This design comes from an exercise in tuning for small area on the open sky130 flow, not from production work.
Power figures rest on the tool's default switching activity, not on a simulated workload.

== wip/quartz ==
Design cam_color, start of the top module:
module cam_color(
	input wire clk,
	input wire rst,
	input wire CAM_vsync,
	input wire CAM_href,
	input wire [7:0] CAM_px_data,
	input wire init,
	output wire error,
	output wire done_read,
	output wire done,
	output wire [2:0] res,
	output wire [14:0] wr_addr,
	output wire [7:0] wr_data,
	output wire wr_en,
	output wire [14:0] rd_addr,
	input wire [7:0] rd_data
	);
Size: about 520 cells after synthesis, about 100 flip-flops, about 66 I/O pins.
==> flow/config.mk <==
export PLATFORM = sky130hd
export DESIGN_NAME = cam_color
export DESIGN_NICKNAME = cam_color
export VERILOG_FILES = /design/flow/design.v
export SDC_FILE = /design/flow/constraint.sdc
export NUM_CORES = 4
export LEC_CHECK = 0
export CAP_MARGIN = 20
export CORE_MARGIN = 2
export CORE_UTILIZATION = 40
export SLEW_MARGIN = 20
==> flow/constraint.sdc <==
create_clock -name core_clock -period 6.0 [get_ports {clk}]
set_input_delay 1.2000 -clock core_clock [delete_from_list [all_inputs] [get_ports {clk}]]
set_output_delay 1.2000 -clock core_clock [all_outputs]
set_load 0.01 [all_outputs]
standard.sh (not shown) runs the stock make flow with config.mk's settings and CLKGATE_MAP_FILE= SYNTH_SCRIPT=/design/flow/synth_recipe.tcl, a recipe that flattens the netlist after the stock synthesis.
==> flow/flow/run.sh <==
#!/bin/bash
# Standard layout, with single-drive-strength buffers on the ports and a
# smaller clock tree (no dummy loads).
set -euo pipefail
export BUFFER_PORTS_ARGS="-buffer_cell sky130_fd_sc_hd__buf_1"
export CTS_ARGS="-sink_clustering_enable -repair_clock_nets -dont_use_dummy_load -root_buf sky130_fd_sc_hd__clkbuf_8 -buf_list sky130_fd_sc_hd__clkbuf_8 -sink_clustering_size 40 -sink_clustering_max_diameter 500 -sink_clustering_levels 1"
bash standard.sh finish > standard.log 2>&1
> inputs changed (wip/quartz -> wip/tundra)
==> flow/flow/run.sh <==
#!/bin/bash
# Standard layout, with single-drive-strength buffers on the ports.
set -euo pipefail
export BUFFER_PORTS_ARGS="-buffer_cell sky130_fd_sc_hd__buf_1"
bash standard.sh finish > standard.log 2>&1
--- outcome ---
Overall fraction of global-route tracks in use of wip/tundra is on par with wip/quartz.
There was hardly any difference in combinational group power between wip/quartz and wip/tundra.
Cell count in wip/tundra vs wip/quartz: up 7
Sort wip/quartz and wip/tundra by share of cell area taken by multi-input logic gates, ascending, and wip/tundra comes first.
Compared with wip/quartz, wip/tundra shows a part of the power in the clock network that is 12 points higher.
On final hold slack: between wip/quartz and wip/tundra, it ends up lower for wip/tundra.
wip/tundra does worse than wip/quartz on final critical-path setup slack.
Input-level comparison between wip/xenon and wip/tundra:
==> flow/flow/run.sh <==
#!/bin/bash
# Standard layout, with single-drive-strength buffers on the ports and a
# smaller clock tree (no dummy loads).
set -euo pipefail
export BUFFER_PORTS_ARGS="-buffer_cell sky130_fd_sc_hd__buf_1"
export CTS_ARGS="-sink_clustering_enable -repair_clock_nets -dont_use_dummy_load -root_buf sky130_fd_sc_hd__clkbuf_8 -buf_list sky130_fd_sc_hd__clkbuf_8 -sink_buffer_max_cap_derate 1.0"
bash standard.sh finish > standard.log 2>&1
## What came out
wip/xenon: full flow OK, the timing, design-rule and antenna checks passed. Relative to wip/tundra, sequential cell area share has gone up in wip/xenon. Via-per-instance ratio of wip/xenon falls short of that of wip/tundra slightly. From wip/tundra to wip/xenon, number of antenna violations at the first check in global routing did not move at all. Post-layout total power went down by more than 10% going from wip/tundra to wip/xenon. On net switching power of the design, wip/xenon does better than wip/tundra. Utilization: wip/xenon vs wip/tundra down 1.4 points. Filler-free cell count of the finished design: wip/xenon vs wip/tundra down 7. Summary — smallest hold slack, wip/xenon relative to wip/tundra: higher, by 0.0077 ns. wip/tundra has a lower combinational group share of total power than wip/xenon. ~same count of mapped cells out of synthesis in wip/tundra and wip/xenon.
Input-level comparison between wip/yarrow and wip/xenon:
Settings: an added CTS_CLUSTER_SIZE of 50; an added CTS_CLUSTER_DIAMETER of 200.
==> flow/run.sh (new file) <==
#!/bin/bash
# synth_recipe.tcl (not shown) runs the flow's synth.tcl, then flattens the netlist and writes it again
# the make line also repeats each setting of config.mk as NAME=value (left out here)
make -C /OpenROAD-flow-scripts/flow DESIGN_CONFIG=/design/flow/config.mk WORK_HOME=/design/flow/orfs CLKGATE_MAP_FILE= SYNTH_SCRIPT=/design/flow/synth_recipe.tcl finish
removed: flow/flow/run.sh
removed: flow/standard.sh
==> notes.md <==
- wip/yarrow completed every stage of the flow, and the final layout passed the timing, design-rule and antenna checks.
- Power: wip/yarrow draws more than wip/xenon
- In wip/yarrow, the worst hold-check slack came out 0.010 ns below the value in wip/xenon.
- Number of clock-tree buffers in the layout: wip/xenon and wip/yarrow compared, higher one is wip/yarrow
Edits applied to the flow inputs when going from wip/yarrow to wip/umber:
Settings: removing CTS_CLUSTER_SIZE (formerly 50); removing CTS_CLUSTER_DIAMETER (formerly 200).
==> flow/flow/run.sh (new file) <==
#!/bin/bash
# Standard layout, with single-drive-strength buffers on the ports and a
# smaller clock tree (no dummy loads).
set -euo pipefail
export BUFFER_PORTS_ARGS="-buffer_cell sky130_fd_sc_hd__buf_1"
export CTS_ARGS="-repair_clock_nets -dont_use_dummy_load -root_buf sky130_fd_sc_hd__clkbuf_8 -buf_list sky130_fd_sc_hd__clkbuf_8"
bash standard.sh finish > standard.log 2>&1
==> flow/standard.sh (new file) <==
#!/bin/bash
# synth_recipe.tcl (not shown) runs the flow's synth.tcl, then flattens the netlist and writes it again
# the make line also repeats each setting of config.mk as NAME=value (left out here)
make -C /OpenROAD-flow-scripts/flow DESIGN_CONFIG=/design/flow/config.mk WORK_HOME=/design/flow/orfs CLKGATE_MAP_FILE= SYNTH_SCRIPT=/design/flow/synth_recipe.tcl "${@:-finish}"
removed: flow/run.sh
--- outcome ---
Having completed the whole flow, wip/umber delivered a layout that passed the timing, design-rule and antenna checks.
Routed wire length shrinks by a few percent when moving from wip/yarrow to wip/umber.
Relative to wip/yarrow, the clock-net power of wip/umber is lower by about 40%.
Post-route worst hold slack, wip/umber and wip/yarrow: larger value in wip/umber
Looking at routed length on met3, wip/umber sits 1.7% above wip/yarrow.
Between wip/umber and wip/yarrow, the transition time of the tightest slew-check pin is lower for wip/umber.
Worst setup slack, wip/umber and wip/yarrow: lower on wip/yarrow
Between wip/umber and wip/yarrow, it is wip/umber whose first-iteration DRC count is higher, by about 40%.
Function was not checked in any run of this note: the RTL went through the layout flow alone.

==> afterwards: timing with drivers on the ports <==
How much do the figures lean on ideal ports? The routed layouts below were timed once more, with nothing changed but the port constraints.
Step 1, drivers: a clkbuf_16 drives clk and a buf_2 each remaining input, both assumed.
Step 2 adds t to the input delays and takes it off the output delays; t is the mean of the earliest and latest rising clock arrival at the registers after step 1. Input paths then give back, and output paths get back, about the clock's delay inside the block.
Slacks: ideal ports / drivers / drivers and shift; pairs: ideal ports / drivers.
run	shift t [ns]	slack for setup (ns)	worst setup path after step 2	clock arrival spread, ns	worst slew at a driven data input, ns
wip/quartz	0.394	2.892 / 2.904 / 2.510	input to register	0.032 / 0.032	0.04
wip/tundra	0.391	2.885 / 2.901 / 2.510	input to register	0.012 / 0.012	0.03
wip/xenon	0.394	2.892 / 2.904 / 2.510	input to register	0.032 / 0.032	0.04
wip/yarrow	0.385	2.511 / 2.528 / 2.143	input to register	0.008 / 0.008	0.04
wip/umber	0.394	2.892 / 2.904 / 2.510	input to register	0.032 / 0.032	0.04
After both steps setup and hold are still met in every run listed.
